Source: an optimization exercise on an open RTL-to-GDS flow (aim: small area). Production flows keep margins and buffers that such runs may drop.
At most, simulation tests tie the RTL to the original design; equivalence was not proved.
No activity file was given, so power comes from the tool's default toggle rates.

==> wip/violet: inputs <==
Design pipelined_core, start of the top module:
module pipelined_core( input  logic         clk,
             input  logic         reset,
             input  logic [31:0]  instruction,
             input  logic [31:0]  ReadData,
             output logic [31:0]  pc_out,
             output logic [31:0]  DataADDR,WriteData,
             output logic         missaligned_exception,
             output logic         misaligned_load_exception,
             output logic         misaligned_store_exception,
             output logic [3:0]   mem_write_req,
             output logic         mem_read_req,
             output logic         ill_instr_exception
             );
export LEC_CHECK = 0
export CAP_MARGIN = 20
export CORE_MARGIN = 2
export CORE_UTILIZATION = 40
export SLEW_MARGIN = 20
create_clock -name core_clock -period 15.0 [get_ports {clk}]
standard.sh (not shown) runs the stock make flow with config.mk's settings and CLKGATE_MAP_FILE= SYNTH_SCRIPT=/design/flow/synth_recipe.tcl, a recipe that flattens the netlist after the stock synthesis.
==> flow/flow/run.sh <==
#!/bin/bash
set -o pipefail
export REMOVE_ABC_BUFFERS=1
export CTS_ARGS="-sink_clustering_enable -repair_clock_nets -dont_use_dummy_load -sink_clustering_size 30 -sink_clustering_max_diameter 100"
bash standard.sh 2>&1 | tee standard_flow.log
==> wip/lagoon (differences from wip/violet) <==
--- a/flow/design.v
+++ b/flow/design.v
@@ -807,18 +807,19 @@
              output logic         ill_instr_exception
              );
 logic stall, load_stall, flushID, flushEX, flushMEM, ALUbusy;
 logic branchTaken, trap_REQ;
 logic [31:0] trap_vector, BranchADDR;
-logic [31:0] ir_ID;
+logic [31:2] ir_ID;
+logic        ill_lo_ID;    
 logic [31:0] a_EX, b_EX;
 logic [31:7] ir_EX;
 logic [4:0]  ops_EX;
 logic [31:0] sd_MEM;    
 logic [2:0]  f3_MEM;
 logic [1:0]  wbsrc_MEM;
-logic        mem_read_MEM, mem_write_MEM, reg_write_MEM, csr_op_MEM;
+logic        mem_read_MEM, mem_write_MEM, reg_write_MEM;
 logic [4:0]  wd_MEM;
 logic [31:0] wbval;
 logic        reg_write_WB;
 logic [4:0]  wd_WB;
 function automatic [31:0] inc32(input logic [31:0] x, input logic c);
@@ -842,19 +843,21 @@
 end
 logic f_ID, f_EX;
 always_ff @(posedge clk) begin
     if (reset | flushID) begin
         f_ID <= 1'b0;
-        ir_ID <= 32'h00000013;
+        ir_ID <= 30'h00000004;    
+        ill_lo_ID <= 1'b0;
     end else if (!stall) begin
         f_ID <= 1'b1;
-        ir_ID <= instruction;
+        ir_ID <= instruction[31:2];
+        ill_lo_ID <= (instruction[1:0] != 2'b11);
     end
 end
 wire [4:0] rs1_ID = ir_ID[19:15];
 wire [4:0] rs2_ID = ir_ID[24:20];
-assign ill_instr_exception = (ir_ID[1:0] != 2'b11) |
+assign ill_instr_exception = ill_lo_ID |
     ((ir_ID[6:2] == 5'b11100) && (ir_ID[13:12] == 2'b00) &&
      !((ir_ID[31:20] == 12'h000) || (ir_ID[31:20] == 12'h001) || (ir_ID[31:20] == 12'h302)));
 logic [31:0] regs [31:1];
 logic [31:0] rf1, rf2;
 logic [31:0] wb_next;
@@ -948,11 +951,11 @@
 wire fA_wb  = reg_write_WB  & (rs1_EX == wd_WB)  & (rs1_EX != 5'b0);
 wire fB_mem = reg_write_MEM & (rs2_EX == wd_MEM) & (rs2_EX != 5'b0);
 wire fB_wb  = reg_write_WB  & (rs2_EX == wd_WB)  & (rs2_EX != 5'b0);
 wire [31:0] fwdA = fA_mem ? DataADDR : fA_wb ? wbval : a_EX;
 wire [31:0] fwdB = fB_mem ? DataADDR : fB_wb ? wbval : b_EX;
-wire [31:0] srcA = (fA_mem & csr_op_MEM) ? sd_MEM :
+wire [31:0] srcA = (fA_mem & (wbsrc_MEM == 2'b11)) ? sd_MEM :
                    (!fA_mem & !fA_wb & isAUIPC) ? pc_EX : fwdA;
 wire [31:0] srcB = aluSRCB ? imm : fwdB;
 wire [31:0] csr_in = (f3[2] & !fA_mem & !fA_wb) ? imm : fwdA;
 logic ba_co;
 cla_add #(32) ADDR_ADD(.a(isJALR ? fwdA : pc_EX), .b(imm), .ci(1'b0), .s(BranchADDR), .co(ba_co));
@@ -1229,11 +1232,10 @@
     if (!ALUbusy) begin
         sd_MEM <= !wbsrc_EX[1] ? fwdB : wbsrc_EX[0] ? csr_out : pc4_EX;
         f3_MEM <= f3;
         wbsrc_MEM <= wbsrc_EX;
         wd_MEM <= wd_EX;
-        csr_op_MEM <= csr_op_EX;
     end
 end
 logic is_aligned;
 always_comb begin
     case (f3_MEM[1:0])
==> flow/flow/run.sh (replaced) <==
#!/bin/bash
set -o pipefail
export CTS_ARGS="-sink_clustering_enable -repair_clock_nets -dont_use_dummy_load -sink_clustering_size 25 -sink_clustering_max_diameter 70"
export BUFFER_PORTS_ARGS="-buffer_cell sky130_fd_sc_hd__buf_1"
bash standard.sh 2>&1 | tee standard_flow.log
==> qor summary <==
quantity                                                                  wip/violet               wip/lagoon
Average wire per standard cell                                               42.3 um                  40.7 um
Compound-cell area share of the yosys netlist                                  21.5%                    21.5%
Launch instance of the worst min-delay path                                 ir_ID[8]                 ir_ID[7]
CTS sink count                                                                  1745                     1743
Number of buffers and inverters on the critical path                               5                        6
Worst-path cell with the longest stage delay                 sky130_fd_sc_hd__or4b_1  sky130_fd_sc_hd__nor2_4
Fin Hold WS                                                                 0.431 ns                 0.448 ns
Total number of vias                                                           98500                    98600
Leakage power summed over all cells                                          42.3 nW                  42.2 nW
FF-to-FF setup slack                                                         1.69 ns                  1.38 ns
Routed length on met2                                                         244 mm                   225 mm
Arrival time worst endpoint                                                 13.86 ns                 14.27 ns
Delay contributed by the slowest stage of the critical path                  0.73 ns                  0.81 ns
Multi-input combinational cell count                                            7253                     7209
Worst slack, placed                                                          2.04 ns                  1.76 ns
Maximum net fanout on the critical path                                           25                       26
Placed Area                                                              115000 um^2              113000 um^2
Post-route minimum period                                                   13.31 ns                 13.62 ns
Clk network pwr share                                                          19.5%                    21.7%
Placed instance count                                                          13700                    13600
Power attributed to the clock group                                          2.78 mW                  3.40 mW
Die Ht                                                                        521 um                   521 um
Clock Path Buffers                                                                 3                        4
Fin area                                                                 117000 um^2              117000 um^2
Outcome                                             no timing/DRC/antenna violations  no timing/DRC/antenna violations
Final worst setup slack                                                      1.69 ns                  1.38 ns
For wip/violet, only the layout was checked, not whether the RTL still works.

[what the ideal ports hide]
The flow's constraints put no driver on any port. The routed layouts listed below were extracted and timed again, unchanged, in two steps. Step 1 sets driving cells, clkbuf_16 on the clock port and buf_2 on the other inputs (assumed; they add their load-dependent delay and slew). Step 2, shift: input delay + t, output delay - t, t = (earliest + latest rising clock arrival at the registers) / 2. This alone moves slack from input paths to output paths. a / b / c = ideal / step 1 / step 2; a / b = the first two.
run	shift t [ns]	setup slack, ns	worst setup path at the end
wip/violet	0.895	1.691 / 1.670 / 1.691	register to register
wip/lagoon	0.960	1.376 / 1.376 / 1.376	register to register
After both steps every run listed still meets setup and hold.
